Context: an optimization exercise on an open-source flow, tuned for small area. The choices shown serve that exercise and are no tape-out recipe. Function was checked by simulation only, so behaviour that the tests miss may differ from the original. Power and IR drop assume default switching activity.

`flow/design.v`:
```
module ES_top(
    input wire clk_t,
    input wire clr_t,
    input wire [7:0] sw_t,
    input wire [1:0] dip_t,
    input wire [9:0] ad_data_t,
    output wire clk_1kHz_t,
    output wire [7:0] seg_left_t,
    output wire [7:0] seg_right_t,
    output wire [3:0] an_left_t,
    output wire [3:0] an_right_t,
    output wire [13:0] dac_sum_t,
    input wire btn_up_t,
    input wire btn_down_t,
    input wire [1:0] waveform_sel_t,
    input wire mode_sel_t
    );
    wire [12:0] e;
    wire [13:0] freq_bcd;
    wire [6:0] qn;
    wire duty_valid;
    wire [2:0] fine_step;
    wire [1:0] waveform_type;
    wire [7:0] dac_dds, dac_wave;
    wire [7:0] sw_d2;
    wire [1:0] start;
    freq_division u_freq_division(.clk(clk_t), .clr(clr_t), .e(e));
    assign clk_1kHz_t = ~e[3];
    freq_meter u_freq_meter(.clk(clk_t), .rst(clr_t), .adc_data(ad_data_t),
        .e(e), .freq_bcd(freq_bcd));
    duty_cycle_meter u_duty_cycle_meter(.clk(clk_t), .rst(clr_t),
        .adc_data(ad_data_t), .qn(qn), .duty_valid(duty_valid));
    dds_high_res u_dds_high_res(.clk(clk_t), .rst(clr_t), .freq_word(sw_t),
        .btn_up(btn_up_t), .btn_down(btn_down_t), .dac_hi(dac_dds),
        .fine_step(fine_step), .sw_d2(sw_d2), .start(start));
    waveform_generator u_waveform_gen(.clk(clk_t), .rst(clr_t),
        .sw_d2(sw_d2), .start(start), .waveform_sel(waveform_sel_t), .dac_hi(dac_wave),
        .waveform_type(waveform_type));
    number u_number(.clk(clk_t), .rst(clr_t), .e(e), .sw(sw_t), .dip(dip_t),
        .fine_step(fine_step), .freq_bcd(freq_bcd), .qn(qn),
        .duty_valid(duty_valid), .waveform_type(waveform_type),
        .mode_sel(mode_sel_t), .seg_left(seg_left_t), .seg_right(seg_right_t),
        .an_left(an_left_t), .an_right(an_right_t));
    assign dac_sum_t = {mode_sel_t ? dac_wave : dac_dds, 6'b000000};
endmodule
module freq_division(
    input wire clk,
    input wire clr,
    output wire [12:0] e
    );
    reg [12:0] r;
    assign e = r ^ 13'h0008;
    function [12:0] inc13;
        input [12:0] v;
        reg c;
        integer i;
        begin
            c = 1'b1;
            for (i = 0; i < 13; i = i + 1) begin
                inc13[i] = v[i] ^ c;
                c = c & v[i];
            end
        end
    endfunction
    always @(posedge clk or posedge clr) begin
        if (clr) r <= 13'd0;
        else     r <= inc13(e) ^ 13'h0008;
    end
endmodule
module number(
    input wire clk,
    input wire rst,
    input wire [12:0] e,
    input wire [7:0] sw,
    input wire [1:0] dip,
    input wire [2:0] fine_step,
    input wire [13:0] freq_bcd,
    input wire [6:0] qn,                
    input wire duty_valid,
    input wire [1:0] waveform_type,
    input wire mode_sel,
    output wire [7:0] seg_left,
    output wire [7:0] seg_right,
    output wire [3:0] an_left,
    output wire [3:0] an_right
    );
    reg [6:0] duty_display;            
    always @(posedge clk or posedge rst) begin
        if (rst) duty_display <= 7'd99;
        else if ((e[3:0] == 4'hf) && duty_valid) duty_display <= qn;
    end
    wire k1, k2, b;
    wire [5:0] mh;
    hr_wrap u_wrap(.xh(sw[7:1]), .ml({sw[0], fine_step}), .k1(k1), .k2(k2), .b(b), .mh(mh));
    wire [27:0] i;
    hr_chain u_chain(.m({mh, sw[0], fine_step}), .i(i));
    display u_display(.e(e[6:4]), .dip(dip), .mode_sel(mode_sel), .i(i), .k1(k1), .k2(k2),
        .b(b), .freq_bcd(freq_bcd), .duty_display(duty_display),
        .waveform_type(waveform_type), .seg_left(seg_left), .seg_right(seg_right),
        .an_left(an_left), .an_right(an_right));
endmodule
module hr_wrap(
    input wire [6:0] xh,
    input wire [3:0] ml,
    output wire k1,
    output wire k2,
    output reg b,
    output wire [5:0] mh
    );
    assign k2 = (xh >= 7'd110);
    assign k1 = (xh >= 7'd55) & ~k2;
    wire [6:0] d = xh - (k2 ? 7'd110 : k1 ? 7'd55 : 7'd0);
    assign mh = d[5:0];
    always @(*) begin
        case (ml)
            4'd1:  b = (xh >= 7'd24 && xh < 7'd55) || xh >= 7'd61;
            4'd2:  b = (xh >= 7'd47 && xh < 7'd55) || (xh >= 7'd84 && xh < 7'd110) || xh >= 7'd121;
            4'd3:  b = (xh >= 7'd108 && xh < 7'd110);
            4'd6:  b = xh >= 7'd16;
            4'd7:  b = (xh >= 7'd39 && xh < 7'd55) || (xh >= 7'd76 && xh < 7'd110) || xh >= 7'd113;
            4'd8:  b = (xh >= 7'd99 && xh < 7'd110);
            4'd11: b = xh >= 7'd8;
            4'd12: b = (xh >= 7'd31 && xh < 7'd55) || xh >= 7'd68;
            4'd13: b = (xh == 7'd54) || (xh >= 7'd91 && xh < 7'd110);
            default: b = 1'b0;
        endcase
    end
endmodule
module hr_chain(
    input wire [9:0] m,
    output wire [27:0] i
    );
    function [12:0] x5;          
        input [9:0] f;
        reg [12:0] a, b;
        reg c;
        integer n;
        begin
            a = {3'b000, f};
            b = {1'b0, f, 2'b00};
            c = 1'b0;
            for (n = 0; n < 13; n = n + 1) begin
                x5[n] = a[n] ^ b[n] ^ c;
                c = (a[n] & b[n]) | (a[n] & c) | (b[n] & c);
            end
        end
    endfunction
    wire [12:0] t1 = x5(m);
    wire [12:0] t2 = x5(t1[9:0]);
    wire [12:0] t3 = x5({1'b0, t2[8:0]});
    wire [12:0] t4 = x5({2'b0, t3[7:0]});
    wire [12:0] t5 = x5({3'b0, t4[6:0]});
    wire [12:0] t6 = x5({4'b0, t5[5:0]});
    wire [12:0] t7 = x5({5'b0, t6[4:0]});
    assign i = {1'b0, t1[12:10], t2[12:9], t3[11:8], t4[10:7], t5[9:6], t6[8:5], t7[7:4]};
endmodule
module display(
    input wire [2:0] e,                 
    input wire [1:0] dip,
    input wire mode_sel,
    input wire [27:0] i,                
    input wire k1,
    input wire k2,
    input wire b,
    input wire [13:0] freq_bcd,
    input wire [6:0] duty_display,
    input wire [1:0] waveform_type,
    output wire [7:0] seg_left,
    output wire [7:0] seg_right,
    output wire [3:0] an_left,
    output wire [3:0] an_right
    );
    function [4:0] add4;         
        input [3:0] a;
        input [3:0] b;
        input ci;
        reg c;
        integer n;
        begin
            c = ci;
            for (n = 0; n < 4; n = n + 1) begin
                add4[n] = a[n] ^ b[n] ^ c;
                c = (a[n] & b[n]) | (a[n] & c) | (b[n] & c);
            end
            add4[4] = c;
        end
    endfunction
    function bcdc;               
        input [3:0] d;
        input [3:0] a;
        input ci;
        reg [4:0] s;
        begin
            s = add4(d, a, ci);
            bcdc = s[4] | (s[3] & (s[2] | s[1]));
        end
    endfunction
    wire [1:0] scan = e[1:0];
    wire group_sel = e[2];
    wire [2:0] j = {~e[2], e[1:0]};
    wire [3:0] duty_tens = 4'd9 - duty_display / 7'd10;
    wire [3:0] duty_ones = 4'd9 - duty_display % 7'd10;
    wire [3:0] i6 = i[27:24], i5 = i[23:20], i4 = i[19:16], i3 = i[15:12],
               i2 = i[11:8], i1 = i[7:4], i0 = i[3:0];
    wire [3:0] a0 = k2 ? 4'd6 : k1 ? 4'd8 : 4'd0;
    wire [3:0] a1 = k2 ? 4'd1 : 4'd0;
    wire [3:0] a2 = k2 ? 4'd8 : k1 ? 4'd9 : 4'd0;
    wire [3:0] a3 = k2 ? 4'd3 : k1 ? 4'd1 : 4'd0;
    wire c1 = bcdc(i0, a0, b);
    wire c2 = bcdc(i1, a1, c1);
    wire c3 = bcdc(i2, a2, c2);
    wire c4 = bcdc(i3, a3, c3);
    wire c5 = c4 & i4[3] & i4[0];
    wire c6 = c5 & i5[3] & i5[0];
    reg [3:0] hi, ha;
    reg hc;
    always @(*) begin
        case (j)
            3'd0: begin hi = i0; ha = a0; hc = b;  end
            3'd1: begin hi = i1; ha = a1; hc = c1; end
            3'd2: begin hi = i2; ha = a2; hc = c2; end
            3'd3: begin hi = i3; ha = a3; hc = c3; end
            3'd4: begin hi = i4; ha = 4'd0; hc = c4; end
            3'd5: begin hi = i5; ha = 4'd0; hc = c5; end
            3'd6: begin hi = i6; ha = 4'd0; hc = c6; end
            default: begin hi = 4'd0; ha = 4'd0; hc = 1'b0; end
        endcase
    end
    wire [4:0] hs = add4(hi, ha, hc);
    wire hco = hs[4] | (hs[3] & (hs[2] | hs[1]));
    wire [4:0] hs6 = add4(hs[3:0], 4'd6, 1'b0);
    wire [3:0] hr_digit = hco ? hs6[3:0] : hs[3:0];
    reg [3:0] digit;
    reg dp;
    always @(*) begin
        digit = 4'd0;
        dp = 1'b0;
        case (dip)
            2'b00: begin
                case (j)
                    3'd7: digit = 4'd2;
                    3'd5: digit = 4'd2;
                    3'd4: digit = 4'd5;
                    3'd2: digit = 4'd2;
                    3'd1: digit = 4'd1;
                    3'd0: digit = 4'd1;
                    default: digit = 4'd0;
                endcase
                dp = (j == 3'd4);
            end
            2'b01: begin
                digit = hr_digit;
                dp = (j == 3'd3);
            end
            2'b10: begin
                case (j)
                    3'd0: digit = freq_bcd[3:0];
                    3'd1: digit = freq_bcd[7:4];
                    3'd2: digit = freq_bcd[11:8];
                    3'd3: digit = {2'b00, freq_bcd[13:12]};
                    default: digit = 4'd0;
                endcase
                dp = (j == 3'd3);
            end
            default: begin
                if (!mode_sel) begin
                    case (j)
                        3'd0: digit = duty_ones;
                        3'd1: digit = duty_tens;
                        default: digit = 4'd0;
                    endcase
                    dp = (j == 3'd2);
                end else begin
                    digit = (j == 3'd3) ? {2'b00, waveform_type} : 4'd0;
                    dp = (j == 3'd4);
                end
            end
        endcase
    end
    reg [6:0] seg;
    always @(*) begin
        case (digit)
            4'd0: seg = 7'b0111111;
            4'd1: seg = 7'b0000110;
            4'd2: seg = 7'b1011011;
            4'd3: seg = 7'b1001111;
            4'd4: seg = 7'b1100110;
            4'd5: seg = 7'b1101101;
            4'd6: seg = 7'b1111101;
            4'd7: seg = 7'b0000111;
            4'd8: seg = 7'b1111111;
            4'd9: seg = 7'b1101111;
            default: seg = 7'b0000000;
        endcase
    end
    wire [3:0] an = {scan == 2'd3, scan == 2'd2, scan == 2'd1, scan == 2'd0};
    assign seg_left  = group_sel ? 8'd0 : {dp, seg};
    assign seg_right = group_sel ? {dp, seg} : 8'd0;
    assign an_left   = group_sel ? 4'd0 : an;
    assign an_right  = group_sel ? an : 4'd0;
endmodule
module freq_meter(
    input wire clk,
    input wire rst,
    input wire [9:0] adc_data,
    input wire [12:0] e,
    output reg [13:0] freq_bcd      
);
    reg sl_n;     
    reg sl;
    always @(posedge clk or posedge rst) begin
        if (rst) sl_n <= 1'b0;
        else if (adc_data >= 10'd522) sl_n <= 1'b1;
        else if (adc_data <= 10'd502) sl_n <= 1'b0;
    end
    always @(posedge clk) sl <= sl_n;
    wire win = (e >= 13'd2057) && (e <= 13'd6151);
    wire clear = (e[12:11] == 2'b00);
    wire load = (e == 13'd6159);
    wire cnt = win & sl_n & ~sl;
    function [4:0] dinc;         
        input [3:0] d;
        input c;
        reg co;
        begin
            co = c & d[3] & d[0];
            dinc[0] = d[0] ^ c;
            dinc[1] = (d[1] ^ (c & d[0])) & ~co;
            dinc[2] = d[2] ^ (c & d[0] & d[1]);
            dinc[3] = (d[3] ^ (c & d[0] & d[1] & d[2])) & ~co;
            dinc[4] = co;
        end
    endfunction
    reg [3:0] d0, d1, d2;
    reg [1:0] d3;
    wire [4:0] n0 = dinc(d0, cnt);
    wire [4:0] n1 = dinc(d1, n0[4]);
    wire [4:0] n2 = dinc(d2, n1[4]);
    wire [1:0] n3 = {d3[1] ^ (n2[4] & d3[0]), d3[0] ^ n2[4]};
    always @(posedge clk) begin
        if (clear) begin
            d0 <= 4'd0; d1 <= 4'd0; d2 <= 4'd0; d3 <= 2'd0;
        end else begin
            d0 <= n0[3:0]; d1 <= n1[3:0]; d2 <= n2[3:0]; d3 <= n3;
        end
    end
    always @(posedge clk or posedge rst) begin
        if (rst) freq_bcd <= 14'd0;
        else if (load) freq_bcd <= {d3, d2, d1, d0};
    end
endmodule
module duty_cycle_meter(
    input wire clk,
    input wire rst,
    input wire [9:0] adc_data,
    output wire [6:0] qn,           
    output wire duty_valid
);
    localparam IDLE = 3'd0, WAIT_LOW = 3'd1, WAIT_RISING = 3'd2,
               COUNT_HIGH = 3'd3, COUNT_LOW = 3'd4, DIV1 = 3'd5,
               DIV2 = 3'd6, WIN = 3'd7;
    reg is_high, is_low, prev_is_high;
    always @(posedge clk) begin
        is_high <= (adc_data >= 10'd520);
        is_low  <= (adc_data <= 10'd504);
        prev_is_high <= is_high;
    end
    wire rising_edge  = is_high & ~prev_is_high;
    wire falling_edge = ~is_high & prev_is_high;
    reg [2:0] state;
    reg [19:0] x;        
    reg [12:0] p;        
    wire [16:0] tq = x[18:2];
    wire tmo = (tq >= 17'd100024);             
    function [20:0] dstep;       
        input [19:0] xi;
        input [12:0] d;
        reg [13:0] r2, diff;
        reg ge, c;
        integer i;
        begin
            r2 = {xi[19:7], xi[6]};
            c = 1'b1;                        
            for (i = 0; i < 14; i = i + 1) begin
                diff[i] = r2[i] ^ ~(i < 13 ? d[i] : 1'b0) ^ c;
                c = (r2[i] & ~(i < 13 ? d[i] : 1'b0)) | (r2[i] & c) | (~(i < 13 ? d[i] : 1'b0) & c);
            end
            ge = ~diff[13];
            dstep = {ge, (ge ? diff[12:0] : r2[12:0]), xi[5:0], ge};
        end
    endfunction
    function [16:0] add25;       
        input [16:0] v;
        reg [16:0] k;
        reg c;
        integer i;
        begin
            k = 17'd25;
            c = 1'b0;
            for (i = 0; i < 17; i = i + 1) begin
                add25[i] = v[i] ^ k[i] ^ c;
                c = (v[i] & k[i]) | (v[i] & c) | (k[i] & c);
            end
        end
    endfunction
    function [12:0] inc13;
        input [12:0] v;
        reg c;
        integer i;
        begin
            c = 1'b1;
            for (i = 0; i < 13; i = i + 1) begin
                inc13[i] = v[i] ^ c;
                c = c & v[i];
            end
        end
    endfunction
    wire in_div = (state == COUNT_LOW) || (state == DIV1) || (state == DIV2);
    wire [19:0] xsrc = (state == COUNT_LOW) ? {1'b0, tq, 2'b11} : x;
    wire [20:0] s1 = dstep(xsrc, p);
    wire [20:0] s2 = dstep(s1[19:0], p);
    wire ge_last = s1[20];
    wire first = (p[12:6] != 7'd0);
    assign duty_valid = (state == WIN);
    assign qn = {x[5:0], first ? ge_last : x[6]};
    always @(posedge clk or posedge rst) begin
        if (rst) state <= IDLE;
        else case (state)
            IDLE: state <= WAIT_LOW;
            WAIT_LOW: begin
                if (is_low) state <= WAIT_RISING;
                else if (tmo) state <= IDLE;
            end
            WAIT_RISING: begin
                if (rising_edge) state <= COUNT_HIGH;
                else if (tmo) state <= IDLE;
            end
            COUNT_HIGH: begin
                if (falling_edge) state <= COUNT_LOW;
                else if (tmo) state <= IDLE;
            end
            COUNT_LOW: begin
                if (rising_edge) state <= DIV1;
                else if (tmo) state <= IDLE;
            end
            DIV1: state <= DIV2;
            DIV2: state <= (p > 13'd100) ? WIN : IDLE;
            default: if (!first && p[5]) state <= IDLE;
        endcase
    end
    wire restart = (state == IDLE) ||
                   (state == WAIT_LOW && is_low) ||
                   (state == WAIT_RISING && rising_edge) ||
                   (state == COUNT_HIGH && falling_edge);
    wire div_now = (state == DIV1) || (state == DIV2) ||
                   (state == COUNT_LOW && rising_edge);
    always @(posedge clk) begin
        if (div_now) x <= s2[19:0];
        else if (state == WIN) begin
            if (first) x[6] <= ge_last;
        end else if (restart) x[18:2] <= 17'd24;
        else x[18:2] <= add25(tq);
    end
    always @(posedge clk) begin
        if (state == WAIT_RISING || (state == WIN && first)) p <= 13'd1;
        else if (!div_now) p <= inc13(p);
    end
endmodule
module dds_high_res(
    input wire clk,
    input wire rst,
    input wire [7:0] freq_word,
    input wire btn_up,
    input wire btn_down,
    output wire [7:0] dac_hi,        
    output reg [2:0] fine_step,
    output reg [7:0] sw_d2,          
    output reg [1:0] start           
    );
    function [10:0] add11;
        input [10:0] a;
        input [10:0] b;
        reg c;
        integer i;
        begin
            c = 1'b0;
            for (i = 0; i < 11; i = i + 1) begin
                add11[i] = a[i] ^ b[i] ^ c;
                c = (a[i] & b[i]) | (a[i] & c) | (b[i] & c);
            end
        end
    endfunction
    function [5:0] inc6;
        input [5:0] v;
        reg c;
        integer i;
        begin
            c = 1'b1;
            for (i = 0; i < 6; i = i + 1) begin
                inc6[i] = v[i] ^ c;
                c = c & v[i];
            end
        end
    endfunction
    reg [10:0] phase_acc;            
    reg [7:0] sw_d1;
    reg [2:0] fs_d1, fs_d2;
    reg [5:0] up_cnt, dn_cnt;
    reg up_stable, dn_stable;
    wire up_mark = &up_cnt;
    wire dn_mark = &dn_cnt;
    wire up_full = up_cnt[5] & up_cnt[4] & up_cnt[1] & ~up_cnt[0];      
    wire dn_full = dn_cnt[5] & dn_cnt[4] & dn_cnt[1] & ~dn_cnt[0];
    wire [5:0] up_inc = inc6(up_cnt) | {5'd0, up_mark};                
    wire [5:0] dn_inc = inc6(dn_cnt) | {5'd0, dn_mark};
    always @(posedge clk or posedge rst) begin
        if (rst) begin
            up_cnt <= 6'd0;
            up_stable <= 1'b0;
        end else if (btn_up == up_stable) begin
            up_cnt <= 6'd0;
        end else if (up_full) begin
            up_stable <= btn_up;
            up_cnt <= 6'd63;
        end else begin
            up_cnt <= up_inc;
        end
    end
    always @(posedge clk or posedge rst) begin
        if (rst) begin
            dn_cnt <= 6'd0;
            dn_stable <= 1'b0;
        end else if (btn_down == dn_stable) begin
            dn_cnt <= 6'd0;
        end else if (dn_full) begin
            dn_stable <= btn_down;
            dn_cnt <= 6'd63;
        end else begin
            dn_cnt <= dn_inc;
        end
    end
    wire up_ev = up_stable & up_mark;       
    wire dn_ev = dn_stable & dn_mark;
    always @(posedge clk or posedge rst) begin
        if (rst) fine_step <= 3'd0;
        else if (up_ev) fine_step <= fine_step + 1'b1;
        else if (dn_ev) fine_step <= fine_step - 1'b1;
    end
    wire [7:0] sine;
    sine_rom u_sine(.a(phase_acc[10:3]), .s(sine));
    assign dac_hi = sine & {8{start[0]}};
    always @(posedge clk or posedge rst) begin
        if (rst) begin
            phase_acc <= 11'd0;
            sw_d1 <= 8'd0;
            sw_d2 <= 8'd0;
            fs_d1 <= 3'd0;
            fs_d2 <= 3'd0;
            start <= 2'b00;
        end else begin
            phase_acc <= add11(phase_acc, {sw_d2, fs_d2});
            sw_d1 <= freq_word;
            sw_d2 <= sw_d1;
            fs_d1 <= fine_step;
            fs_d2 <= fs_d1;
            start <= {start[0], 1'b1};
        end
    end
endmodule
module sine_rom(
    input wire [7:0] a,
    output wire [7:0] s
    );
    function [6:0] neg7;         
        input [6:0] v;
        reg c;
        integer i;
        begin
            c = 1'b1;
            for (i = 0; i < 7; i = i + 1) begin
                neg7[i] = ~v[i] ^ c;
                c = c & ~v[i];
            end
        end
    endfunction
    wire [6:0] idx = a[6] ? (neg7({1'b0, a[5:0]}) ^ 7'h40) : {1'b0, a[5:0]};    
    reg [6:0] q;
    always @(*) begin
          case (idx)
            7'd0: q = 7'd0;
            7'd1: q = 7'd3;
            7'd2: q = 7'd6;
            7'd3: q = 7'd9;
            7'd4: q = 7'd12;
            7'd5: q = 7'd16;
            7'd6: q = 7'd19;
            7'd7: q = 7'd22;
            7'd8: q = 7'd25;
            7'd9: q = 7'd28;
            7'd10: q = 7'd31;
            7'd11: q = 7'd34;
            7'd12: q = 7'd37;
            7'd13: q = 7'd40;
            7'd14: q = 7'd43;
            7'd15: q = 7'd46;
            7'd16: q = 7'd49;
            7'd17: q = 7'd51;
            7'd18: q = 7'd54;
            7'd19: q = 7'd57;
            7'd20: q = 7'd60;
            7'd21: q = 7'd63;
            7'd22: q = 7'd65;
            7'd23: q = 7'd68;
            7'd24: q = 7'd71;
            7'd25: q = 7'd73;
            7'd26: q = 7'd76;
            7'd27: q = 7'd78;
            7'd28: q = 7'd81;
            7'd29: q = 7'd83;
            7'd30: q = 7'd85;
            7'd31: q = 7'd88;
            7'd32: q = 7'd90;
            7'd33: q = 7'd92;
            7'd34: q = 7'd94;
            7'd35: q = 7'd96;
            7'd36: q = 7'd98;
            7'd37: q = 7'd100;
            7'd38: q = 7'd102;
            7'd39: q = 7'd104;
            7'd40: q = 7'd106;
            7'd41: q = 7'd107;
            7'd42: q = 7'd109;
            7'd43: q = 7'd111;
            7'd44: q = 7'd112;
            7'd45: q = 7'd113;
            7'd46: q = 7'd115;
            7'd47: q = 7'd116;
            7'd48: q = 7'd117;
            7'd49: q = 7'd118;
            7'd50: q = 7'd120;
            7'd51: q = 7'd121;
            7'd52: q = 7'd122;
            7'd53: q = 7'd122;
            7'd54: q = 7'd123;
            7'd55: q = 7'd124;
            7'd56: q = 7'd125;
            7'd57: q = 7'd125;
            7'd58: q = 7'd126;
            7'd59: q = 7'd126;
            7'd60: q = 7'd126;
            7'd61: q = 7'd127;
            7'd62: q = 7'd127;
            7'd63: q = 7'd127;
            7'd64: q = 7'd127;
            default: q = 7'd0;
          endcase
    end
    assign s = a[7] ? {q == 7'd0, neg7(q)} : {1'b1, q};
endmodule
module waveform_generator(
    input wire clk,
    input wire rst,
    input wire [7:0] sw_d2,          
    input wire [1:0] start,          
    input wire [1:0] waveform_sel,
    output wire [7:0] dac_hi,        
    output reg [1:0] waveform_type
    );
    function [7:0] add8;
        input [7:0] a;
        input [7:0] b;
        reg c;
        integer i;
        begin
            c = 1'b0;
            for (i = 0; i < 8; i = i + 1) begin
                add8[i] = a[i] ^ b[i] ^ c;
                c = (a[i] & b[i]) | (a[i] & c) | (b[i] & c);
            end
        end
    endfunction
    reg [7:0] phase_acc;             
    reg [1:0] sel_d2;
    always @(posedge clk or posedge rst) begin
        if (rst) begin
            phase_acc <= 8'd0;
            waveform_type <= 2'd0;
        end else begin
            phase_acc <= add8(phase_acc, sw_d2);
            waveform_type <= waveform_sel;
        end
    end
    always @(posedge clk) sel_d2 <= waveform_type;
    reg [7:0] wdata;
    always @(*) begin
        case (sel_d2)
            2'b00: wdata = phase_acc[7] ? 8'd0 : 8'd255;
            2'b01: wdata = {phase_acc[6:0] ^ {7{phase_acc[7]}}, 1'b0};
            2'b10: wdata = phase_acc;
            default: wdata = ~phase_acc;
        endcase
    end
    assign dac_hi = start[1] ? wdata : 8'd128;
endmodule
```
`flow/flow/run.sh`:
```
#!/bin/bash
# Own layout flow: the standard layout (standard.sh, all steps) with
# these changes:
#  - synthesis: the standard flow's synthesis script, but ABC runs an area-oriented
#    script (flow/synth.tcl, flow/abc.script: &deepsyn, then amap) with no
#    delay target, and Yosys's full-adder extraction is off (ADDER_MAP_FILE
#    empty); the registers are the same as the standard synthesis's;
#  - every input and output port is buffered with buf_1;
#  - clock tree: clkbuf_8 buffers, no dummy loads.
# Each tool writes its log under orfs/logs/; make's own output goes to
# flow_make.log in the work folder.
set -euo pipefail
W=$(pwd)
bash "$W/standard.sh" \
  "SYNTH_SCRIPT=$W/flow/synth.tcl" \
  "ADDER_MAP_FILE=" \
  "BUFFER_PORTS_ARGS=-buffer_cell sky130_fd_sc_hd__buf_1" \
  "CTS_ARGS=-repair_clock_nets -buf_list sky130_fd_sc_hd__clkbuf_8 -dont_use_dummy_load" \
  finish > "$W/flow_make.log" 2>&1
```
`flow/flow/abc.script`:
```
strash
dch
amap -F 4 -A 8
topo
```
`flow/flow/synth.tcl`:
```
# The standard flow's synthesis script (synth_recipe.tcl) with one change: ABC runs the
# area script abc.script (beside this file) and gets no delay target.
proc synth {args} { yosys synth -nofsm -noshare {*}$args }
proc abc {args} {
  set i [lsearch -exact $args -script]
  if {$i >= 0} { set args [lreplace $args $i [expr {$i + 1}] -script $::own_abc_script] }
  set j [lsearch -exact $args -D]
  if {$j >= 0} { set args [lreplace $args $j [expr {$j + 1}]] }
  yosys abc {*}$args
}
set ::own_abc_script [file join [file dirname [file normalize [info script]]] abc.script]
source $::env(SCRIPTS_DIR)/synth.tcl
# left out here: clear keep_hierarchy, flatten, clean up, hide names made inside functions, write 1_2_yosys.v
```
`flow/standard.sh`:
```
#!/bin/bash
# synth_recipe.tcl (not shown) runs the flow's synth.tcl, then flattens the netlist and writes it again
# the make line also repeats each setting of config.mk as NAME=value (left out here)
make -C /OpenROAD-flow-scripts/flow DESIGN_CONFIG=/design/flow/config.mk WORK_HOME=/design/flow/orfs CLKGATE_MAP_FILE= SYNTH_SCRIPT=/design/flow/synth_recipe.tcl "${@:-finish}"
```
`flow/config.mk`:
```
export PLATFORM = sky130hd
export DESIGN_NAME = ES_top
export DESIGN_NICKNAME = ES_top
export VERILOG_FILES = /design/flow/design.v
export SDC_FILE = /design/flow/constraint.sdc
export NUM_CORES = 8
export LEC_CHECK = 0
export ABC_AREA = 1
export CAP_MARGIN = 20
export CORE_MARGIN = 2
export CORE_UTILIZATION = 60
export SLEW_MARGIN = 20
```
`flow/constraint.sdc`:
```
create_clock -name core_clock -period 300.0 [get_ports {clk_t}]
set_input_delay 60.0000 -clock core_clock [delete_from_list [all_inputs] [get_ports {clk_t}]]
set_output_delay 60.0000 -clock core_clock [all_outputs]
set_load 0.01 [all_outputs]
```
==> qor.tcl, run 1 <==
set qor(run_status) {timing/DRC/antenna clean}
set qor(final_layout_size_suffix_gt1_frac) 0.0204
set qor(max_freq_ghz) 0.00752
set qor(chip_width_um) 137
set qor(synth.yosys.warnings) 10
set qor(worst_pin_slew_ps) 1030
set qor(place_congestion) 0.965
set qor(crit_arrival_ps) 73010
set qor(dieHeight_um) 137
set qor(worst_clock_skew_ps) 33.8
set qor(areaGrowthSynthToFinish_pct) 7.53
set qor(first_global_vias) 9743
set qor(maximum_number_of_pins_on_one_net_before_global_route_repair) 57
set qor(floorplan.io_pins) 66
set qor(slowest_stage) {sky130_fd_sc_hd__o41ai_1}
set qor(synth_simple_gate_area_frac) 0.207
set qor(grt_antenna_before_repair) 0
set qor(post_synth_main_area_contributors) {sky130_fd_sc_hd__dfrtp_1 (23%), sky130_fd_sc_hd__nor2_1 (11%), sky130_fd_sc_hd__o21ai_0 (10%)}
set qor(synth_area_um2) 10600
set qor(global_route.peak_usage_layer) {met2}
set qor(clk-insertion-delay-late_ps) 450
set qor(yosys.area_share.adder) 0
set qor(drv_slew) 0
set qor(grt_use_met3) 0.0644
set qor(floorplan.core_area_um2) 17200
set qor(clock_pin_slew_reported_for_the_worst_setup_and_hold_paths_after_clock_tree_synthesis_ps) 80
set qor(critical_path.max_stage_delay_ps) 450
set qor(cts_inserted_buffers) 17
set qor(synth_compound_area_frac) 0.353
set qor(stdcell_area_um2) 11400
set qor(timing.hold.worst.class) {register to register}
set qor(required_ps) 240000
set qor(drt_drc_violations_left) 0
set qor(post_synth_xor_area_fraction) 0.00249
set qor(syn_area_per_cell_um2) 6.90
set qor(synth_edf_count) 19
set qor(max_slew_margin) 0.309
set qor(synthDominantAreaCellType) {sky130_fd_sc_hd__dfrtp_1}
set qor(report.final.setup_viol) 0
set qor(cts_tree) {yes}
set qor(vias_per_cell) 6.03
set qor(syn_inst) 1530
set qor(seq_area_frac_synth) 0.356
set qor(dominantRegCellSynth) {sky130_fd_sc_hd__dfrtp_1}
set qor(pre_cts_setup_slack_ps) 167360
set qor(clock_tree.htree_level_count) 4
set qor(drv_cap) 0
set qor(leakagePower_uw) 0.00405
set qor(power_density_nw_per_um2) 9.24
set qor(cts_resized) 0
set qor(globalRouteMet1Util) 0.407
set qor(total_wirelength_mm) 27.0
set qor(worst_path_most_repeated_cell) {sky130_fd_sc_hd__o21ai_0}
set qor(clkSinkCount) 153
set qor(grt_first_pass_wirelength_mm) 45.1
set qor(global_route.overflow_total) 0
set qor(timing.final.crit_period_ps) 133010
set qor(crit_path_max_fanout) 12
set qor(post_cts_buffers) 0
set qor(irDropWorstVdd_mv) 0.00740
set qor(globalRouteMet2Util) 0.483
set qor(place_hpwl_mm) 20.4
set qor(placement.io_buffers) 59
set qor(design.die.area_um2) 18700
set qor(synth_top_area_frac) 0.227
set qor(cts-hold-fix-buffers) 0
set qor(combinational_family_with_the_most_area_after_synthesis) {compound AO/OA/AOI/OAI gates}
set qor(synth-async-reset-ratio) 0.654
set qor(timing_worst_setup_path_type) {input port to output pin}
set qor(multiplexer_share_of_the_synthesized_area) 0
set qor(track_usage) 0.299
set qor(setup.worst_path.end_class) {output pin}
set qor(first_iter_violations) 1096
set qor(rsz_0062_raised_after_global_routing) {false}
set qor(first_pass_iters) 10
set qor(fin_ws_ps) 166990
set qor(clock_tree.buffer_depth) 2
set qor(cts-root-buf) {sky130_fd_sc_hd__clkbuf_8}
set qor(vias) 11107
set qor(fin_setup_tns_ps) 0
set qor(standard_cell_area_after_detailed_placement_um2) 11100
set qor(ant_diodes) 0
set qor(crit_buf_inv) 12
set qor(netlist-cell-type-count) 56
set qor(hold_viol_final) 0
set qor(ys_seq_elements) 153
set qor(post_route_ant_nets) 0
set qor(hold_slack_ps) 315
set qor(worst_setup_path_start_kind) {input port}
set qor(post_drt_wl_per_cell_um) 14.7
set qor(cp_top_family) {compound AO/OA/AOI/OAI gates}
set qor(rows) 48
set qor(effective_utilization_at_floorplan) 0.613
set qor(final_min_period_over_clock_period) 0.443
set qor(nNetsFinal) 1645
==> report_power, final <==
group          internal [µW]  switching, µW
clock network           5.00           6.80
registers               25.2           3.87
logic                   22.5           41.5
==> through the flow <==
| step | power (µW) | util | instances |
|---|---|---|---|
| floorplan | 77.7 | - | 1535 |
| global placement | 90.8 | 0.645 | 1824 |
| detailed placement | 92.1 | 0.645 | 1824 |
| CTS | 104 | 0.659 | 1841 |
| global route | 115 | 0.659 | 1841 |
| finish | 105 | 0.659 | 1841 |
==> Yosys cell counts (3+ instances only) <==
master	instances
sky130_fd_sc_hd__o211ai_1	11
sky130_fd_sc_hd__o22a_1	6
sky130_fd_sc_hd__a222oi_1	16
sky130_fd_sc_hd__nand2_1	151
sky130_fd_sc_hd__dfstp_2	4
sky130_fd_sc_hd__o22ai_1	91
sky130_fd_sc_hd__clkinv_1	216
sky130_fd_sc_hd__a2111oi_0	5
sky130_fd_sc_hd__o32ai_1	15
sky130_fd_sc_hd__and3_1	3
sky130_fd_sc_hd__xor2_1	3
sky130_fd_sc_hd__or2_0	6
sky130_fd_sc_hd__and2_0	3
sky130_fd_sc_hd__o21ai_0	215
sky130_fd_sc_hd__o221ai_1	14
sky130_fd_sc_hd__a31oi_1	14
sky130_fd_sc_hd__dfxtp_1	34
sky130_fd_sc_hd__a211oi_1	25
sky130_fd_sc_hd__edfxtp_1	19
sky130_fd_sc_hd__nand3_1	6
sky130_fd_sc_hd__o311ai_0	3
sky130_fd_sc_hd__buf_4	6
sky130_fd_sc_hd__nor2b_1	5
sky130_fd_sc_hd__a21oi_1	143
sky130_fd_sc_hd__o31ai_1	5
sky130_fd_sc_hd__a22oi_1	6
sky130_fd_sc_hd__a22o_1	3
sky130_fd_sc_hd__nand4b_1	3
sky130_fd_sc_hd__nor3_1	37
sky130_fd_sc_hd__nor2_1	300
sky130_fd_sc_hd__or4_1	3
sky130_fd_sc_hd__a31o_1	3
sky130_fd_sc_hd__o21a_1	16
sky130_fd_sc_hd__nor4_1	13
sky130_fd_sc_hd__o221a_1	3
sky130_fd_sc_hd__dfrtp_1	96
==> layout make-up <==
| class | instances | area (µm²) |
|---|---|---|
| clock buffer | 17 | 234 |
| fill | 1559 | 5880 |
| inverter | 216 | 813 |
| multi-input combinational | 1160 | 5970 |
| sequential | 153 | 3760 |
| tap | 225 | 282 |
| timing repair buffer | 70 | 304 |
==> cells in the final DEF (no fill, tap or decap), types with 6 or more instances in the layout <==
cell / netlist / final
sky130_fd_sc_hd__a22oi_1: 6 / 6
sky130_fd_sc_hd__o221ai_1: 14 / 14
sky130_fd_sc_hd__nor3_1: 37 / 37
sky130_fd_sc_hd__or2_0: 6 / 6
sky130_fd_sc_hd__a21oi_1: 143 / 143
sky130_fd_sc_hd__buf_4: 6 / 11
sky130_fd_sc_hd__edfxtp_1: 19 / 19
sky130_fd_sc_hd__nand2_1: 151 / 151
sky130_fd_sc_hd__conb_1: 2 / 7
sky130_fd_sc_hd__clkbuf_8: 0 / 17
sky130_fd_sc_hd__nand3_1: 6 / 6
sky130_fd_sc_hd__o211ai_1: 11 / 11
sky130_fd_sc_hd__buf_1: 0 / 59
sky130_fd_sc_hd__dfrtp_1: 96 / 96
sky130_fd_sc_hd__o32ai_1: 15 / 15
sky130_fd_sc_hd__a222oi_1: 16 / 16
sky130_fd_sc_hd__a31oi_1: 14 / 14
sky130_fd_sc_hd__clkinv_1: 216 / 215
sky130_fd_sc_hd__a211oi_1: 25 / 25
sky130_fd_sc_hd__o22a_1: 6 / 6
sky130_fd_sc_hd__o22ai_1: 91 / 91
sky130_fd_sc_hd__nor2_1: 300 / 300
sky130_fd_sc_hd__o21a_1: 16 / 16
sky130_fd_sc_hd__nor4_1: 13 / 13
sky130_fd_sc_hd__dfxtp_1: 34 / 34
sky130_fd_sc_hd__o21ai_0: 215 / 215
==> registers in the layout, indices dropped and copies added (netlist names), 3 cells and up <==
signal / cells
u_dds_high_res.fs_d2: 3
u_freq_meter.d1: 4
u_dds_high_res.sw_d1: 8
u_dds_high_res.fs_d1: 3
u_number.duty_display: 7
u_dds_high_res.sw_d2: 8
u_waveform_gen.phase_acc: 8
u_dds_high_res.fine_step: 3
u_freq_meter.freq_bcd: 14
u_freq_meter.d2: 4
u_duty_cycle_meter.state: 3
u_dds_high_res.phase_acc: 11
u_dds_high_res.dn_cnt: 6
u_duty_cycle_meter.x: 20
u_duty_cycle_meter.p: 13
u_dds_high_res.up_cnt: 6
u_freq_division.r: 13
u_freq_meter.d0: 4
==> cell families (layout without fill, tap and decap cells) <==
| kind of cell | count (synthesis) | in the layout |
|---|---|---|
| AOI/OAI and AO/OA | 614 | 614 |
| and+or+nand+nor | 536 | 536 |
| DFF | 153 | 153 |
| other | 2 | 7 |
| buffers and inverters | 222 | 303 |
| xor gates and xnor gates | 3 | 3 |
==> path summary, 6_finish.rpt <==
| kind | slack, ps | end | from | cells after the start |
|---|---|---|---|---|
| min in group asynchronous | 59600 | u_freq_meter.sl_n | clr_t | 2 |
| max reg2reg | 289620 | u_duty_cycle_meter.x[17] | u_duty_cycle_meter.p[0] | 55 |
| max in group asynchronous | 239240 | u_dds_high_res.sw_d1[3] | clr_t | 3 |
| min | 320 | u_dds_high_res.sw_d2[4] | u_dds_high_res.sw_d1[4] | 0 |
| min reg2reg | 320 | u_dds_high_res.sw_d2[4] | u_dds_high_res.sw_d1[4] | 0 |
| max | 166990 | seg_left_t[3] | sw_t[5] | 68 |
==> layer usage <==
metal	wire length (µm)	up-vias
met5	0	-
met4	508	0
met3	1800	51
met2	12400	386
met1	12300	4966
li1	-	5704
==> run 2, diff against run 1 <==
--- a/flow/flow/run.sh
+++ b/flow/flow/run.sh
@@ -16,4 +16,4 @@
   "ADDER_MAP_FILE=" \
   "BUFFER_PORTS_ARGS=-buffer_cell sky130_fd_sc_hd__buf_1" \
-  "CTS_ARGS=-repair_clock_nets -buf_list sky130_fd_sc_hd__clkbuf_8 -dont_use_dummy_load" \
+  "CTS_ARGS=-sink_clustering_enable -repair_clock_nets -root_buf sky130_fd_sc_hd__clkbuf_16 -buf_list sky130_fd_sc_hd__clkbuf_8 -dont_use_dummy_load -sink_buffer_max_cap_derate 2.0" \
   finish > "$W/flow_make.log" 2>&1
==> qor.tcl, run 2 <==
set qor(synth_commonest_cells) {sky130_fd_sc_hd__nor2_1 (300), sky130_fd_sc_hd__clkinv_1 (216), sky130_fd_sc_hd__o21ai_0 (215), sky130_fd_sc_hd__nand2_1 (151), sky130_fd_sc_hd__a21oi_1 (143)} ;# unchanged
set qor(multiplexer_share_of_the_synthesized_area) 0 ;# unchanged
set qor(syn_area_per_cell_um2) 6.90 ;# unchanged
set qor(place_hpwl_mm) 20.4 ;# unchanged
set qor(floorplan.io_pins) 66 ;# unchanged
set qor(synth_edf_count) 19 ;# unchanged
set qor(seq_area_frac_synth) 0.356 ;# unchanged
set qor(synth-async-reset-ratio) 0.654 ;# unchanged
set qor(yosys.area_share.adder) 0 ;# unchanged
set qor(last-stage-reached) {4_1_cts}
set qor(synth.most_common_cell) {sky130_fd_sc_hd__nor2_1} ;# unchanged
set qor(toolErrorMsg) {[ERROR CTS-0109] sink_buffer_max_cap_derate needs to be between 0 and 1.0.}
set qor(rows) 48 ;# unchanged
set qor(combinational_family_with_the_most_area_after_synthesis) {compound AO/OA/AOI/OAI gates} ;# unchanged
set qor(dominantRegCellSynth) {sky130_fd_sc_hd__dfrtp_1} ;# unchanged
set qor(place_congestion) 0.965 ;# unchanged
set qor(effective_utilization_at_floorplan) 0.613 ;# unchanged
set qor(synth.yosys.warnings) 10 ;# unchanged
set qor(placement.io_buffers) 59 ;# unchanged
set qor(synth_simple_gate_area_frac) 0.207 ;# unchanged
set qor(chip_width_um) 137 ;# unchanged
set qor(syn_inst) 1530 ;# unchanged
set qor(netlist-cell-type-count) 56 ;# unchanged
set qor(run_status) {aborted with a tool error} ;# was timing/DRC/antenna clean
set qor(ys_seq_elements) 153 ;# unchanged
set qor(standard_cell_area_after_detailed_placement_um2) 11100 ;# unchanged
set qor(post_synth_main_area_contributors) {sky130_fd_sc_hd__dfrtp_1 (23%), sky130_fd_sc_hd__nor2_1 (11%), sky130_fd_sc_hd__o21ai_0 (10%)} ;# unchanged
set qor(synth_compound_area_frac) 0.353 ;# unchanged
set qor(synth_area_um2) 10600 ;# unchanged
set qor(synthDominantAreaCellType) {sky130_fd_sc_hd__dfrtp_1} ;# unchanged
set qor(pre_cts_setup_slack_ps) 167360 ;# unchanged
set qor(post_synth_xor_area_fraction) 0.00249 ;# unchanged
set qor(dieHeight_um) 137 ;# unchanged
set qor(synth_top_area_frac) 0.227 ;# unchanged
==> run 2: worst max-delay path by stage <==
stage,start,end,slack (ps),depth (start not counted)
global placement,sw_t[5],seg_right_t[3],167930,68
floorplan,sw_t[4],seg_left_t[3],169590,66
detailed placement,sw_t[5],seg_left_t[3],167360,68
==> run 2: power groups by stage <==
stage                     clock [µW]  sequential (µW)  combinational (µW)
after global placement             0             29.2                61.6
after detailed placement           0             29.3                62.8
after floorplan                    0             28.4                49.4
==> run 2: logic make-up after synthesis <==
group	after synthesis
buf+inv	222
flops	153
other cells	2
compound gates	614
simple gates	536
xor+xnor	3
==> run 2: per-stage QoR <==
stage | instances | power (µW) | hold WS [ps] | utilization
after floorplan | 1535 | 77.7 | 331 | -
after global placement | 1824 | 90.8 | 333 | 0.645
after detailed placement | 1824 | 92.1 | 335 | 0.645
==> run 3, diff against run 2 <==
--- a/flow/flow/run.sh
+++ b/flow/flow/run.sh
@@ -16,4 +16,4 @@
   "ADDER_MAP_FILE=" \
   "BUFFER_PORTS_ARGS=-buffer_cell sky130_fd_sc_hd__buf_1" \
-  "CTS_ARGS=-sink_clustering_enable -repair_clock_nets -root_buf sky130_fd_sc_hd__clkbuf_16 -buf_list sky130_fd_sc_hd__clkbuf_8 -dont_use_dummy_load -sink_buffer_max_cap_derate 2.0" \
+  "CTS_ARGS=-sink_clustering_enable -repair_clock_nets -buf_list sky130_fd_sc_hd__clkbuf_8 -sink_clustering_buffer sky130_fd_sc_hd__clkbuf_8 -sink_clustering_size 25 -sink_clustering_max_diameter 150 -dont_use_dummy_load" \
   finish > "$W/flow_make.log" 2>&1
==> qor.tcl, run 3 <==
set qor(run_status) {timing/DRC/antenna clean} ;# was aborted with a tool error
set qor(slowest_stage) {sky130_fd_sc_hd__o41ai_1}
set qor(synth.yosys.warnings) 10 ;# unchanged
set qor(chip_width_um) 137 ;# unchanged
set qor(drv_cap) 0
set qor(rows) 48 ;# unchanged
set qor(crit_arrival_ps) 73010
set qor(mostFrequentLayoutCell) {sky130_fd_sc_hd__nor2_1}
set qor(required_ps) 240000
set qor(fin_ws_ps) 166990
set qor(cts_tree) {yes}
set qor(place_hpwl_mm) 20.4 ;# unchanged
set qor(first_global_vias) 9743
set qor(synth-async-reset-ratio) 0.654 ;# unchanged
set qor(worst_pin_slew_ps) 1030
set qor(placement.io_buffers) 59 ;# unchanged
set qor(synth.most_common_cell) {sky130_fd_sc_hd__nor2_1} ;# unchanged
set qor(max_slew_margin) 0.309
set qor(maximum_number_of_pins_on_one_net_before_global_route_repair) 57
set qor(synth_top_area_frac) 0.227 ;# unchanged
set qor(rsz_0062_raised_after_global_routing) {false}
set qor(cts-hold-fix-buffers) 0
set qor(synth_edf_count) 19 ;# unchanged
set qor(final_layout_size_suffix_gt1_frac) 0.0204
set qor(min_from) {u_dds_high_res.sw_d1[4]}
set qor(top_library_cells_by_usage_in_the_layout_fill_and_taps_aside) {sky130_fd_sc_hd__nor2_1 (300), sky130_fd_sc_hd__clkinv_1 (215), sky130_fd_sc_hd__o21ai_0 (215)}
set qor(max_freq_ghz) 0.00752
set qor(design.die.area_um2) 18700
set qor(vias_per_cell) 6.03
set qor(post_synth_main_area_contributors) {sky130_fd_sc_hd__dfrtp_1 (23%), sky130_fd_sc_hd__nor2_1 (11%), sky130_fd_sc_hd__o21ai_0 (10%)} ;# unchanged
set qor(drt_drc_violations_left) 0
set qor(power_frac_comb) 0.610
set qor(cts-root-buf) {sky130_fd_sc_hd__clkbuf_8}
set qor(clk-insertion-delay-late_ps) 450
set qor(dieHeight_um) 137 ;# unchanged
set qor(post_cts_buffers) 0
set qor(seq_power_share) 0.277
set qor(sum_of_routed_wire_segments_on_met1_mm) 12.3
set qor(timing.hold.worst.class) {register to register}
set qor(drv_slew) 0
set qor(synthDominantAreaCellType) {sky130_fd_sc_hd__dfrtp_1} ;# unchanged
set qor(floorplan.core_area_um2) 17200
set qor(grt_antenna_before_repair) 0
set qor(dominantRegCellSynth) {sky130_fd_sc_hd__dfrtp_1} ;# unchanged
set qor(power_density_nw_per_um2) 9.24
set qor(largest-register) {u_duty_cycle_meter.x}
set qor(dr.max_layer_used) {met4}
set qor(seq_area_frac_synth) 0.356 ;# unchanged
set qor(setup.worst_path.end_class) {output pin}
set qor(syn_inst) 1530 ;# unchanged
set qor(post_drt_wl_per_cell_um) 14.7
set qor(ys_seq_elements) 153 ;# unchanged
set qor(p_sw_uw) 52.2
set qor(intPower_uw) 52.7
set qor(r2r_start) {u_duty_cycle_meter.p[0]}
set qor(fin_setup_tns_ps) 0
set qor(place_congestion) 0.965 ;# unchanged
set qor(effective_utilization_at_floorplan) 0.613 ;# unchanged
set qor(areaGrowthSynthToFinish_pct) 7.53
set qor(report.final.setup_viol) 0
set qor(clock_tree.buffer_depth) 2
set qor(synth_area_um2) 10600 ;# unchanged
set qor(met2RoutedLength_mm) 12.4
set qor(cts_resized) 0
set qor(final_min_period_over_clock_period) 0.443
set qor(power_frac_clock) 0.112
set qor(vias) 11107
set qor(pre_cts_setup_slack_ps) 167360 ;# unchanged
set qor(ant_diodes) 0
set qor(clock_pin_slew_reported_for_the_worst_setup_and_hold_paths_after_clock_tree_synthesis_ps) 80
set qor(cp_top_family) {compound AO/OA/AOI/OAI gates}
set qor(largest_registers) {u_duty_cycle_meter.x x20, u_freq_meter.freq_bcd x14}
set qor(grt_first_pass_wirelength_mm) 45.1
set qor(cts_inserted_buffers) 17
set qor(leakagePower_uw) 0.00405
set qor(irDropWorstVdd_mv) 0.00740
set qor(first_iter_violations) 1096
set qor(worst_setup_path_start_kind) {input port}
set qor(track_usage) 0.299
set qor(worst_clock_skew_ps) 33.8
set qor(clkSinkCount) 153
set qor(hold_viol_final) 0
set qor(crit_buf_inv) 12
set qor(netlist-cell-type-count) 56 ;# unchanged
set qor(timing.final.crit_period_ps) 133010
set qor(critical_path.max_stage_delay_ps) 450
set qor(timing_worst_setup_path_type) {input port to output pin}
set qor(post_route_ant_nets) 0
set qor(first_pass_iters) 10
set qor(syn_area_per_cell_um2) 6.90 ;# unchanged
set qor(dr_wl_met3_mm) 1.80
set qor(clock_tree.htree_level_count) 4
set qor(switching_share) 0.498
set qor(global_route.overflow_total) 0
set qor(crit_path_max_fanout) 12
set qor(hold_slack_ps) 315
set qor(synth_commonest_cells) {sky130_fd_sc_hd__nor2_1 (300), sky130_fd_sc_hd__clkinv_1 (216), sky130_fd_sc_hd__o21ai_0 (215), sky130_fd_sc_hd__nand2_1 (151), sky130_fd_sc_hd__a21oi_1 (143)} ;# unchanged
set qor(total_wirelength_mm) 27.0
set qor(nNetsFinal) 1645
set qor(floorplan.io_pins) 66 ;# unchanged
set qor(largest_register_ff_count) 20
set qor(worst_path_most_repeated_cell) {sky130_fd_sc_hd__o21ai_0}
set qor(worstSetupStartpoint) {sw_t[5]}
[run 3: layout make-up]
class	instances	area, µm²
sequential	153	3760
clock buffer	17	234
inverter	216	813
timing repair buffer	70	304
multi-input combinational	1160	5970
tap	225	282
fill	1559	5880
[run 3: final timing paths]
path | endpoint | cells past startpoint | slack [ps]
max | seg_left_t[3] | 68 | 166990
min | u_dds_high_res.sw_d2[4] | 0 | 320
max reg2reg | u_duty_cycle_meter.x[17] | 55 | 289620
min reg2reg | u_dds_high_res.sw_d2[4] | 0 | 320
max in group asynchronous | u_dds_high_res.sw_d1[3] | 3 | 239240
min in group asynchronous | u_freq_meter.sl_n | 2 | 59600
[run 3: per-layer routing]
| layer | vias up | track usage |
|---|---|---|
| met5 | - | 0 |
| met4 | 0 | 0.0781 |
| met3 | 51 | 0.0644 |
| met2 | 386 | 0.483 |
| met1 | 4966 | 0.407 |
| li1 | 5704 | - |
[run 3: through the flow]
step | cells | utilization | total power, µW | area, µm²
final | 1841 | 0.659 | 105 | 11400
after floorplan | 1535 | - | 77.7 | 10600
after CTS | 1841 | 0.659 | 104 | 11400
after global routing | 1841 | 0.659 | 115 | 11400
after global placement | 1824 | 0.645 | 90.8 | 11100
after detailed placement | 1824 | 0.645 | 92.1 | 11100
[run 3: power groups by stage]
stage          combinational (µW)  sequential (µW)  clock (µW)
6_report                     64.0             29.1        11.8
5_1_grt                      72.6             29.6        13.0
4_1_cts                      63.1             29.0        12.1
3_5_place_dp                 62.8             29.3           0
3_3_place_gp                 61.6             29.2           0
2_1_floorplan                49.4             28.4           0
[run 3: cell families after synthesis]
group / count (synthesis) / synth area share
flip-flops: 153 / 0.356
XOR/XNOR: 3 / 0.00249
buffers and inverters: 222 / 0.0810
AO/OA/AOI/OAI: 614 / 0.353
other: 2 / 0.000711
AND/OR/NAND/NOR: 536 / 0.207
==> run 4, diff against run 3 <==
--- a/flow/design.v
+++ b/flow/design.v
@@ -18,4 +18,5 @@
     wire [12:0] e;
     wire [13:0] freq_bcd;
+    wire fseen;
     wire [6:0] qn;
     wire duty_valid;
@@ -28,5 +29,5 @@
     assign clk_1kHz_t = ~e[3];
     freq_meter u_freq_meter(.clk(clk_t), .rst(clr_t), .adc_data(ad_data_t),
-        .e(e), .freq_bcd(freq_bcd));
+        .e(e), .freq_bcd(freq_bcd), .fseen(fseen));
     duty_cycle_meter u_duty_cycle_meter(.clk(clk_t), .rst(clr_t),
         .adc_data(ad_data_t), .qn(qn), .duty_valid(duty_valid));
@@ -38,5 +39,5 @@
         .waveform_type(waveform_type));
     number u_number(.clk(clk_t), .rst(clr_t), .e(e), .sw(sw_t), .dip(dip_t),
-        .fine_step(fine_step), .freq_bcd(freq_bcd), .qn(qn),
+        .fine_step(fine_step), .freq_bcd(freq_bcd), .fseen(fseen), .qn(qn),
         .duty_valid(duty_valid), .waveform_type(waveform_type),
         .mode_sel(mode_sel_t), .seg_left(seg_left_t), .seg_right(seg_right_t),
@@ -76,4 +77,5 @@
     input wire [2:0] fine_step,
     input wire [13:0] freq_bcd,
+    input wire fseen,
     input wire [6:0] qn,                
     input wire duty_valid,
@@ -96,5 +98,5 @@
     hr_chain u_chain(.m({mh, sw[0], fine_step}), .i(i));
     display u_display(.e(e[6:4]), .dip(dip), .mode_sel(mode_sel), .i(i), .k1(k1), .k2(k2),
-        .b(b), .freq_bcd(freq_bcd), .duty_display(duty_display),
+        .b(b), .freq_bcd(freq_bcd & {14{fseen}}), .duty_display(duty_display),
         .waveform_type(waveform_type), .seg_left(seg_left), .seg_right(seg_right),
         .an_left(an_left), .an_right(an_right));
@@ -305,5 +307,6 @@
     input wire [9:0] adc_data,
     input wire [12:0] e,
-    output reg [13:0] freq_bcd      
+    output reg [13:0] freq_bcd,     
+    output reg fseen                
 );
     reg sl_n;     
@@ -345,7 +348,10 @@
         end
     end
+    always @(posedge clk) begin
+        if (load) freq_bcd <= {d3, d2, d1, d0};
+    end
     always @(posedge clk or posedge rst) begin
-        if (rst) freq_bcd <= 14'd0;
-        else if (load) freq_bcd <= {d3, d2, d1, d0};
+        if (rst) fseen <= 1'b0;
+        else if (load) fseen <= 1'b1;
     end
 endmodule
--- a/flow/flow/run.sh
+++ b/flow/flow/run.sh
@@ -6,4 +6,5 @@
 #    delay target, and Yosys's full-adder extraction is off (ADDER_MAP_FILE
 #    empty); the registers are the same as the standard synthesis's;
+#  - no buffers inserted for pass-through wires in synthesis (SYNTH_INSBUF 0);
 #  - every input and output port is buffered with buf_1;
 #  - clock tree: clkbuf_8 buffers, no dummy loads.
@@ -15,5 +16,6 @@
   "SYNTH_SCRIPT=$W/flow/synth.tcl" \
   "ADDER_MAP_FILE=" \
+  "SYNTH_INSBUF=0" \
   "BUFFER_PORTS_ARGS=-buffer_cell sky130_fd_sc_hd__buf_1" \
-  "CTS_ARGS=-sink_clustering_enable -repair_clock_nets -buf_list sky130_fd_sc_hd__clkbuf_8 -sink_clustering_buffer sky130_fd_sc_hd__clkbuf_8 -sink_clustering_size 25 -sink_clustering_max_diameter 150 -dont_use_dummy_load" \
+  "CTS_ARGS=-sink_clustering_enable -repair_clock_nets -buf_list sky130_fd_sc_hd__clkbuf_8 -dont_use_dummy_load" \
   finish > "$W/flow_make.log" 2>&1
==> flow/flow/abc.script (replaced) <==
strash
&get -n
&deepsyn -S 1 -T 120
&put
dch
amap -F 4 -A 8
strash
&get -n
&deepsyn -T 60 -S 3
&put
dch
amap -F 4 -A 8
topo
==> qor.tcl, run 4 <==
set qor(first_global_vias) 8883 ;# was 9,743
set qor(drv_slew) 0 ;# unchanged
set qor(drt_drc_violations_left) 0 ;# unchanged
set qor(irDropWorstVdd_mv) 0.00525 ;# was 0.00740 mV
set qor(synth_edf_count) 33 ;# was 19
set qor(hold_viol_final) 0 ;# unchanged
set qor(first_iter_violations) 938 ;# was 1,096
set qor(effective_utilization_at_floorplan) 0.620 ;# was 0.613
set qor(crit_path_max_fanout) 7 ;# was 12
set qor(rsz_0062_raised_after_global_routing) {false} ;# unchanged
set qor(register_to_register_path_setup_slack_ps) 288960 ;# was 289,620 ps
set qor(vias) 10207 ;# was 11.1k
set qor(ys_seq_elements) 154 ;# was 153
set qor(worst_hold_path.endpoint) {u_dds_high_res.sw_d2[1]} ;# was u_dds_high_res.sw_d2[4]
set qor(areaGrowthSynthToFinish_pct) 8.17 ;# was 7.53%
set qor(global_route.overflow_total) 0 ;# unchanged
set qor(leakagePower_uw) 0.00394 ;# was 0.00405 µW
set qor(nNetsFinal) 1504 ;# was 1,645
set qor(maximum_number_of_pins_on_one_net_before_global_route_repair) 56 ;# was 57
set qor(max_freq_ghz) 0.00770 ;# was 0.00752 GHz
set qor(largest_register_ff_count) 20 ;# unchanged
set qor(crit_arrival_ps) 69920 ;# was 73,010 ps
set qor(clkSinkCount) 154 ;# was 153
set qor(largest-register) {u_duty_cycle_meter.x} ;# unchanged
set qor(clock_tree.htree_level_count) 4 ;# unchanged
set qor(cts-hold-fix-buffers) 0 ;# unchanged
set qor(slowest_stage) {sky130_fd_sc_hd__a2111oi_0} ;# was sky130_fd_sc_hd__o41ai_1
set qor(hold_depth) 0 ;# unchanged
set qor(timing.hold.worst.class) {register to register} ;# unchanged
set qor(clock_pin_slew_reported_for_the_worst_setup_and_hold_paths_after_clock_tree_synthesis_ps) 60 ;# was 80 ps
set qor(total_power_uw) 105 ;# about the same
set qor(report.final.setup_viol) 0 ;# unchanged
set qor(first_pass_iters) 8 ;# was 10
set qor(synth_top_area_frac) 0.210 ;# was 0.227
set qor(syn_area_per_cell_um2) 7.15 ;# was 6.90 µm²
set qor(max_slew_margin) 0.481 ;# was 0.309
set qor(netlist-cell-type-count) 48 ;# was 56
set qor(synth_commonest_cells) {sky130_fd_sc_hd__nor2_1 (274), sky130_fd_sc_hd__clkinv_1 (183), sky130_fd_sc_hd__o21ai_0 (164), sky130_fd_sc_hd__nand2_1 (160), sky130_fd_sc_hd__a21oi_1 (116)} ;# was sky130_fd_sc_hd__nor2_1 (300), sky130_fd_sc_hd__clkinv_1 (216), sky130_fd_sc_hd__o21ai_0 (215), sky130_fd_sc_hd__nand2_1 (151), sky130_fd_sc_hd__a21oi_1 (143)
set qor(ant_diodes) 0 ;# unchanged
set qor(synth.most_common_cell) {sky130_fd_sc_hd__nor2_1} ;# unchanged
set qor(cts_resized) 0 ;# unchanged
set qor(grt_antenna_before_repair) 0 ;# unchanged
set qor(floorplan.io_pins) 66 ;# unchanged
set qor(dominantRegCellSynth) {sky130_fd_sc_hd__dfrtp_1} ;# unchanged
set qor(min_from) {u_dds_high_res.sw_d1[1]} ;# was u_dds_high_res.sw_d1[4]
set qor(post_drt_wl_per_cell_um) 15.1 ;# was 14.7 µm
set qor(rows) 46 ;# was 48
set qor(place_hpwl_mm) 19.7 ;# was 20.4 mm
set qor(worst_path_most_repeated_cell) {sky130_fd_sc_hd__nor2_1} ;# was sky130_fd_sc_hd__o21ai_0
set qor(synth_area_um2) 9910 ;# was 10,600 µm²
set qor(timing.final.crit_period_ps) 129920 ;# was 133,010 ps
set qor(synth.yosys.warnings) 10 ;# unchanged
set qor(grt_first_pass_wirelength_mm) 41.9 ;# was 45.1 mm
set qor(seq_area_frac_synth) 0.389 ;# was 0.356
set qor(chip_width_um) 133 ;# was 137 µm
set qor(post_synth_main_area_contributors) {sky130_fd_sc_hd__dfrtp_1 (21%), sky130_fd_sc_hd__nor2_1 (10%), sky130_fd_sc_hd__edfxtp_1 (10%)} ;# was sky130_fd_sc_hd__dfrtp_1 (23%), sky130_fd_sc_hd__nor2_1 (11%), sky130_fd_sc_hd__o21ai_0 (10%)
set qor(setup.worst_path.end_class) {output pin} ;# unchanged
set qor(drv_cap) 0 ;# unchanged
set qor(synthDominantAreaCellType) {sky130_fd_sc_hd__dfrtp_1} ;# unchanged
set qor(fin_setup_tns_ps) 0 ;# unchanged
set qor(worst_pin_slew_ps) 776 ;# was 1030 ps
set qor(post_route_ant_nets) 0 ;# unchanged
set qor(worst_clock_skew_ps) 40.6 ;# was 33.8 ps
set qor(track_usage) 0.291 ;# was 0.299
set qor(design.die.area_um2) 17600 ;# was 18,700 µm²
set qor(final_layout_size_suffix_gt1_frac) 0.0203 ;# was 0.0204
set qor(mostFrequentLayoutCell) {sky130_fd_sc_hd__nor2_1} ;# unchanged
set qor(run_status) {timing/DRC/antenna clean} ;# unchanged
set qor(worst_setup_path_start_kind) {input port} ;# unchanged
set qor(power_density_nw_per_um2) 9.79 ;# was 9.24 nW/µm²
set qor(floorplan.core_area_um2) 16000 ;# was 17,200 µm²
set qor(post_cts_buffers) 0 ;# unchanged
set qor(clk-insertion-delay-late_ps) 460 ;# was 450 ps
set qor(required_ps) 240000 ;# about the same
set qor(synth-async-reset-ratio) 0.565 ;# was 0.654
set qor(critical_path.max_stage_delay_ps) 460 ;# was 450 ps
set qor(syn_inst) 1387 ;# was 1,530
set qor(cts_tree) {yes} ;# unchanged
set qor(worst-r2r-cell-count) 55 ;# unchanged
set qor(largest_registers) {u_duty_cycle_meter.x x20, u_freq_meter.freq_bcd x14} ;# unchanged
set qor(top_library_cells_by_usage_in_the_layout_fill_and_taps_aside) {sky130_fd_sc_hd__nor2_1 (274), sky130_fd_sc_hd__clkinv_1 (182), sky130_fd_sc_hd__o21ai_0 (164)} ;# was sky130_fd_sc_hd__nor2_1 (300), sky130_fd_sc_hd__clkinv_1 (215), sky130_fd_sc_hd__o21ai_0 (215)
set qor(final_min_period_over_clock_period) 0.433 ;# was 0.443
set qor(cts-root-buf) {sky130_fd_sc_hd__clkbuf_8} ;# unchanged
set qor(rr_endpoint) {u_duty_cycle_meter.x[7]} ;# was u_duty_cycle_meter.x[17]
set qor(dieHeight_um) 133 ;# was 137 µm
set qor(place_congestion) 0.998 ;# was 0.965
set qor(timing_worst_setup_path_type) {input port to output pin} ;# unchanged
set qor(cts_inserted_buffers) 17 ;# unchanged
set qor(total_wirelength_mm) 25.5 ;# was 27.0 mm
set qor(r2r_start) {u_duty_cycle_meter.p[0]} ;# unchanged
set qor(vias_per_cell) 6.04 ;# was 6.03
set qor(clock_tree.buffer_depth) 2 ;# unchanged
set qor(placement.io_buffers) 59 ;# unchanged
==> run 4: cell types whose count changed after synthesis, moves of 9 or more <==
cell / previous run / this run
sky130_fd_sc_hd__edfxtp_1: 19 / 33
sky130_fd_sc_hd__a21oi_1: 143 / 116
sky130_fd_sc_hd__dfrtp_1: 96 / 83
sky130_fd_sc_hd__o21ai_0: 215 / 164
sky130_fd_sc_hd__a222oi_1: 16 / 6
sky130_fd_sc_hd__nor2_1: 300 / 274
sky130_fd_sc_hd__clkinv_1: 216 / 183
sky130_fd_sc_hd__o22ai_1: 91 / 56
sky130_fd_sc_hd__nand2_1: 151 / 160
==> run 4: final cells by class <==
cell class                      instances  area [µm²]
Fill cell                            1436        5280
Sequential cell                       154        3850
Multi-Input combinational cell       1055        5400
Clock buffer                           17         234
Timing Repair Buffer                   66         274
Inverter                              183         688
Tap cell                              216         270
==> run 4: worst max-delay path: cells and delay by family <==
family / cells / cell delay [ps]
buffers and inverters: 7 / 1330
and+or+nand+nor: 18 / 2730
AOI/OAI and AO/OA: 26 / 5850
==> run 4: cell families after synthesis <==
logic type                synth area share
AOI/OAI and AO/OA                    0.321
DFF                                  0.389
and+or+nand+nor                      0.219
xor gates and xnor gates          0.000884
other                             0.000758
buffers and inverters               0.0693
==> run 4: how the worst max path moves through the flow <==
stage                                 to  slack [ps]  startpoint
after floorplan           seg_right_t[3]      172340     sw_t[2]
after global placement    seg_right_t[1]      170480     sw_t[1]
after detailed placement  seg_right_t[1]      170410     sw_t[1]
after CTS                 seg_right_t[1]      170370     sw_t[1]
after global routing       seg_left_t[1]      169050     sw_t[1]
final                     seg_right_t[1]      170080     sw_t[1]
==> run 4: report_power, final <==
part	leakage, µW	internal (µW)	switching, µW	total [µW]
Combinational	0.00210	20.7	42.4	63.1
Clock	0.000122	5.00	6.44	11.4
Sequential	0.00172	26.2	4.28	30.5
==> run 4: through the flow <==
| stage | hold slack [ps] | worst slack, ps | utilization | area (µm²) | cells |
|---|---|---|---|---|---|
| final | 342 | 170080 | 0.670 | 10700 | 1691 |
| after global routing | 345 | 169050 | 0.670 | 10700 | 1691 |
| after CTS | 344 | 170370 | 0.670 | 10700 | 1691 |
| after detailed placement | 335 | 170410 | 0.655 | 10500 | 1674 |
| after global placement | 332 | 170480 | 0.655 | 10500 | 1674 |
| after floorplan | 331 | 172340 | - | 9930 | 1392 |
==> run 4: per-layer routing <==
layer | vias up | routed length [µm] | GRT usage
met5 | - | 0 | 0
met4 | 0 | 539 | 0.0806
met3 | 60 | 1740 | 0.0529
met2 | 397 | 11900 | 0.474
met1 | 4594 | 11300 | 0.400
li1 | 5156 | - | -

## port drivers added, routing unchanged
Ports are ideal in the flow. The routed layouts listed here were re-timed in OpenROAD.
Step 1 assumes that a clkbuf_16 drives the clock port and a buf_2 every other input.
Step 2 adds t to the input delays and takes it off the output delays; t is the mean of the earliest and latest rising clock arrival at the registers after step 1. Input paths then give back, and output paths get back, about the clock's delay inside the block.
Slacks: ideal ports / drivers / drivers and shift; pairs: ideal ports / drivers.
| run | t, ns | setup WS [ns] | pins driven straight from the clock port |
|---|---|---|---|
| run 1 | 0.476 | 166.994 / 166.971 / 166.971 | 1 |
| run 3 | 0.476 | 166.994 / 166.971 / 166.971 | 1 |
| run 4 | 0.477 | 170.078 / 170.056 / 170.056 | 1 |
After both steps setup and hold are still met in every run listed.
